From an optimization exercise on the open Yosys and OpenROAD flow, aimed at small area, a short achievable clock period and few clock cycles; shortcuts taken in it are not production practice. In this exercise RTL edits were held to simulation tests only and were not proved equivalent to the original.

[flow/config.mk]
export PLATFORM = sky130hd
export DESIGN_NAME = sqrt
export DESIGN_NICKNAME = sqrt
export VERILOG_FILES = /design/flow/design.v
export SDC_FILE = /design/flow/constraint.sdc
export NUM_CORES = 4
export LEC_CHECK = 0
export CAP_MARGIN = 20
export CORE_MARGIN = 2
export CORE_UTILIZATION = 40
export CTS_CLUSTER_DIAMETER = 60
export CTS_CLUSTER_SIZE = 20
export PLACE_DENSITY = 0.6
export SLEW_MARGIN = 20
[flow/constraint.sdc]
create_clock -name core_clock -period 30.0 [get_ports {clk}]
set_input_delay 6.0000 -clock core_clock [delete_from_list [all_inputs] [get_ports {clk}]]
set_output_delay 6.0000 -clock core_clock [all_outputs]
set_load 0.01 [all_outputs]
[flow/design.v]
module sqrt
  #( parameter I_WIDTH = 16,
               F_WIDTH = 16)
  (input [I_WIDTH+F_WIDTH-1:0] N_in,
   output reg [I_WIDTH+F_WIDTH-1:0] out,
   input clk, rst, in_valid,
   output reg out_valid, ready
  );
  parameter IDLE = 0,
            ITERATE = 1,
            DONE = 2;
  reg [1:0] state;
  reg [I_WIDTH+F_WIDTH-1:0] X;
  wire [I_WIDTH+2*F_WIDTH-1:0] X_in;
  wire [I_WIDTH+2*F_WIDTH-1:0] X2;
  reg [I_WIDTH+F_WIDTH-1:0] N;
  wire [I_WIDTH+2*F_WIDTH-1:0] NX2; 
  wire [I_WIDTH+F_WIDTH-1:0] R;
  reg [I_WIDTH+F_WIDTH-1:0] R_old;
  reg [I_WIDTH+F_WIDTH-1:0] approx;
  wire [I_WIDTH+2*F_WIDTH-1:0] out_in;
  always @ (*) begin
    if (N_in > 32'h4000_0000)
      approx = 32'h0000_0100;
    else if (N_in <= 32'h4000_0000 && N_in > 32'h1000_0000)
      approx = 32'h0000_0200;
    else if (N_in <= 32'h1000_0000 && N_in > 32'h0400_0000)
      approx = 32'h0000_0400;
    else if (N_in <= 32'h0400_0000 && N_in > 32'h0100_0000)
      approx = 32'h0000_0800;
    else if (N_in <= 32'h0100_0000 && N_in > 32'h0040_0000)
      approx = 32'h0000_1000;
    else if (N_in <= 32'h0040_0000 && N_in > 32'h0010_0000)
      approx = 32'h0000_2000;
    else if (N_in <= 32'h0010_0000 && N_in > 32'h0004_0000)
      approx = 32'h0000_4000;
    else if (N_in <= 32'h0004_0000 && N_in > 32'h0001_0000)
      approx = 32'h0000_8000;
    else if (N_in <= 32'h0001_0000 && N_in > 32'h0000_4000)
      approx = 32'h0001_0000;
    else if (N_in <= 32'h0000_4000 && N_in > 32'h000_1000)
      approx = 32'h0002_0000;
    else if (N_in <= 32'h0000_1000 && N_in > 32'h0000_0400)
      approx = 32'h0004_0000;
    else if (N_in <= 32'h0000_0400 && N_in > 32'h0000_0100)
      approx = 32'h0008_0000;
    else if (N_in <= 32'h0000_0100 && N_in > 32'h0000_0040)
      approx = 32'h0010_0000;
    else if (N_in <= 32'h0000_0040 && N_in > 32'h0000_0010)
      approx = 32'h0020_0000;
    else if (N_in <= 32'h0000_0010 && N_in > 32'h0000_0004)
      approx = 32'h0040_0000;
    else
      approx = 32'h0080_0000;
  end
  assign X2 = X*X;
  assign NX2 = N*X2[I_WIDTH+2*F_WIDTH-1 -: I_WIDTH+F_WIDTH];
  assign R = 32'h0003_0000 - NX2[I_WIDTH+2*F_WIDTH-1 -: I_WIDTH+F_WIDTH];
  assign X_in = (X>>1)*R;
  assign out_in = N*X;
  always @ (posedge clk) begin
    case (state)
    IDLE : begin
	  N <= N_in;
      X <= approx;
      R_old <= 32'h0003_0000;
    end
    ITERATE : begin
      if (R <= R_old) begin
        X <= X_in[I_WIDTH+2*F_WIDTH-1 -: I_WIDTH+F_WIDTH];
        R_old <= R;
      end
    end
    endcase
  end
  always @ (posedge clk) begin
    if (rst) begin
      state <= IDLE;
    end
    else begin
      case (state)
      IDLE : begin
        if (in_valid) begin
          if (N_in == 0) begin
            state <= DONE;
            out <= 0;
          end
          else
            state <= ITERATE;  
        end
      end
      ITERATE : begin     
        if (R > R_old || X_in[I_WIDTH+2*F_WIDTH-1 -: I_WIDTH+F_WIDTH] == X)
          state <= DONE;
        out <= out_in[I_WIDTH+2*F_WIDTH-1 -: I_WIDTH+F_WIDTH];
      end
      DONE : begin
        state <= IDLE;
      end
      endcase
    end
  end
  always @ (*) begin
    ready = 0;
    out_valid = 0;
    case (state) 
     IDLE : ready = 1;
     DONE : out_valid = 1;  
    endcase 
  end
endmodule
[flow/run.sh]
#!/bin/bash
# synth_recipe.tcl (not shown) runs the flow's synth.tcl, then flattens the netlist and writes it again
# the make line also repeats each setting of config.mk as NAME=value (left out here)
make -C /OpenROAD-flow-scripts/flow DESIGN_CONFIG=/design/flow/config.mk WORK_HOME=/design/flow/orfs CLKGATE_MAP_FILE= SYNTH_SCRIPT=/design/flow/synth_recipe.tcl finish
==> notes.md <==
## layer usage
metal	vias to the layer above	wire (microns)
met5	-	73
met4	12	17600
met3	617	30000
met2	3304	161000
met1	42633	140000
li1	34752	-
## per-stage QoR
stage	instance area (sq um)	hold WS, ns
2_1_floorplan	113000	0.443
3_3_place_gp	118000	0.488
3_5_place_dp	118000	0.481
4_1_cts	118000	0.493
5_1_grt	118000	0.531
6_report	118000	0.492
## final timing paths
check	from	to	slack, ns	depth (start not counted)
setup / recovery	X[10]	state[0]	2.56	89
setup reg to reg	X[10]	state[0]	2.56	89
hold / removal	state[0]	state[0]	0.49	2
hold reg to reg	state[0]	state[0]	0.49	2
## flip-flops by register name, summed over array words and instances, names as in the netlist
signal	cells
N	32
R_old	32
X	32
out	32
state	2
## cells by family after synthesis
group	Yosys count	synth area share (%)
buffers and inverters	4018	13.4
AND/OR/NAND/NOR	3735	15.6
flip-flops	130	3.44
adder cells (fa/ha/maj)	3771	61.9
XOR/XNOR	280	2.37
multiplexers	12	0.110
AO/OA/AOI/OAI	517	3.15
## critical path: cells and delay by family, from the launching register on
family | cells | cell delay [ns]
xor+xnor | 2 | 0.23
simple gates | 23 | 5.37
fa+ha+maj | 27 | 12.32
compound gates | 25 | 6.30
buf+inv | 12 | 2.09
flops | 1 | 0.90
## placed cells by master (no fill, tap or decap), types with 76 or more instances in the layout
| master | synthesis | layout |
|---|---|---|
| sky130_fd_sc_hd__ha_1 | 755 | 753 |
| sky130_fd_sc_hd__inv_1 | 3318 | 3317 |
| sky130_fd_sc_hd__buf_4 | 3 | 219 |
| sky130_fd_sc_hd__nor2_1 | 177 | 172 |
| sky130_fd_sc_hd__o21ai_0 | 80 | 78 |
| sky130_fd_sc_hd__xnor2_1 | 174 | 144 |
| sky130_fd_sc_hd__edfxtp_1 | 128 | 128 |
| sky130_fd_sc_hd__fa_1 | 3016 | 3016 |
| sky130_fd_sc_hd__a21o_1 | 78 | 78 |
| sky130_fd_sc_hd__and2_1 | 1086 | 1086 |
| sky130_fd_sc_hd__nand2_1 | 2106 | 2106 |
| sky130_fd_sc_hd__xor2_1 | 90 | 76 |
| sky130_fd_sc_hd__a21oi_1 | 142 | 140 |
## area by class of cell
type / count / area, sq um
Multi-Input combinational cell: 8315 / 94400
Timing Repair Buffer: 293 / 2440
Fill cell: 27658 / 161000
Clock inverter: 14 / 131
Sequential cell: 130 / 3880
Inverter: 3326 / 12500
Tap cell: 3724 / 4660
Clock buffer: 17 / 425
Antenna cell: 13 / 32.5
==> flow_metrics.tcl <==
set metrics [dict create \
    dp_worst_setup_slack_ns 2.80 \
    use_met1_pct 33.5 \
    io_buffer_count 68 \
    syn-mean-instance-area_sq_um 9.05 \
    final.setup.tns_ns 0 \
    globalRouteTotalUtil_pct 25.3 \
    layout-drive-gt1-share_pct 3.10 \
    area_growth_pct 5.03 \
    antenna_violations_before_repair 27 \
    critPathMostFrequentCell "sky130_fd_sc_hd__fa_1" \
    max_slew.worst_pin.slew_ns 1.23 \
    detailed_place_hpwl_mm 275 \
    post_cts.repair.setup_buffers 0 \
    synthesis.instances 12463 \
    routedWlPerCell_microns 22.0 \
    die-area_sq_mm 0.286 \
    ctsHoldBuffers 0 \
    io-pin-count 69 \
    timing.hold.worst.class "reg -> reg" \
    synth-main-ff-cell "sky130_fd_sc_hd__edfxtp_1" \
    combined_area_of_all_synthesized_cells_sq_mm 0.113 \
    cts_root_buffer "sky130_fd_sc_hd__clkbuf_16" \
    setup_repair_after_global_routing_missed_its_margin "no" \
    drt_wl_total_mm 349 \
    finClkSkew_ns 0.0494 \
    floorplan.die.width_microns 535 \
    net_count_after_synthesis 16269 \
    most_congested_layer_reported_by_global_routing "met2" \
    seq_area_frac_synth_pct 3.44 \
    grt_pass1_wl_mm 545 \
    grtUsageMet3_pct 4.94 \
    final_min_period_over_clock_period_pct 91.5 \
    critical_path_arrival_ns 27.92 \
    path_clk_slew_ns 0.09 \
    cts-buffers-inserted 17 \
    floorplan.initialDensity_pct 40.3 \
    finalWeightedCongestion 0.964 \
    clk_latency_ns 0.57 \
    grt_max_degree 89 \
    placed_cells_incl_taps 15788 \
    max-cap-violations 0 \
    critPathMaxFanout 44 \
    slew_headroom_pct 17.4 \
    cts.sinks 130 \
    synth_top_area_share_pct 53.5 \
    cp-start-kind "register" \
    postLayoutSetupSlackWorst_ns 2.56 \
    synthMostInstantiatedCell "sky130_fd_sc_hd__inv_1" \
    achievable-frequency_mhz 36.4 \
    ys_seq_elements 130 \
    synth_async_sr_flop_share_pct 0 \
    finalHoldViolCount 0 \
    required_arrival_time_at_the_worst_endpoint_ns 30.48 \
    drc 0 \
    chipHeight_microns 535 \
    first_global_vias 88021 \
    crit_path_max_incr_delay_ns 0.90 \
    final_core_util_pct 42.3 \
    detailedRoute.firstIterationViolations 6334 \
    via_per_inst 5.14 \
    worst_setup_path_end_kind "register" \
    drt_first_pass_iters 7 \
    std_cell_rows 194 \
    timing_worst_setup_path_type "reg -> reg" \
    grt-ovfl-total 0 \
    synth_edf_count 128 \
    floorplan.core_area_sq_mm 0.280 \
    outcome "complete, no violations" \
    synth_largest_area_cell "sky130_fd_sc_hd__fa_1" \
    final-max-slew-violation-count 0 \
    cts_tree "built" \
    post_synth_most_frequent_cells "sky130_fd_sc_hd__inv_1 (3,318), sky130_fd_sc_hd__fa_1 (3,016), sky130_fd_sc_hd__nand2_1 (2,106)" \
    cts.htree.levels 4 \
    synth_cell_type_count 98 \
    via_count 81318 \
    gr-usage-met2_pct 40.7 \
    fin_cells 15832 \
    fin_crit_ns 27.44 \
    detail-route-antenna-nets 0 \
    synth_warnings 1 \
    clk_path_buf_depth 2 \
    post_cts.resized_instances 0 \
    finish.net_count 15889 \
    critPathSlowestCell "sky130_fd_sc_hd__edfxtp_1" \
    setup_viol 0 \
    synth.top_cells.by_area "sky130_fd_sc_hd__fa_1 (54%), sky130_fd_sc_hd__inv_1 (11%), sky130_fd_sc_hd__ha_1 (8.4%)" \
]
Testbench counts, summed over its fixed seeds: cycles 16,064.

afterwards: timing with drivers on the ports:
The flow's constraints put no driver on any port. The routed layout listed below was extracted and timed again, unchanged, in two steps. Step 1 sets driving cells, clkbuf_16 on the clock port and buf_2 on the other inputs (assumed; they add their load-dependent delay and slew). Step 2 adds t to the input delays and takes it off the output delays; t is the mean of the earliest and latest rising clock arrival at the registers after step 1. Input paths then give back, and output paths get back, about the clock's delay inside the block. Three values: no drivers, after step 1, after step 2; two values: the first two.
t, ns: 0.657
setup WS [ns]: 2.558 / 2.558 / 2.558
hold slack, ns: 0.492 / 0.492 / 0.492
worst setup path at the end: register to register
worst slew at a driven data input, ns: 0.28
After both steps this run still meets setup and hold. The setup slack of this run moves by 0.000 ns with the drivers and by 0.000 ns with both steps.
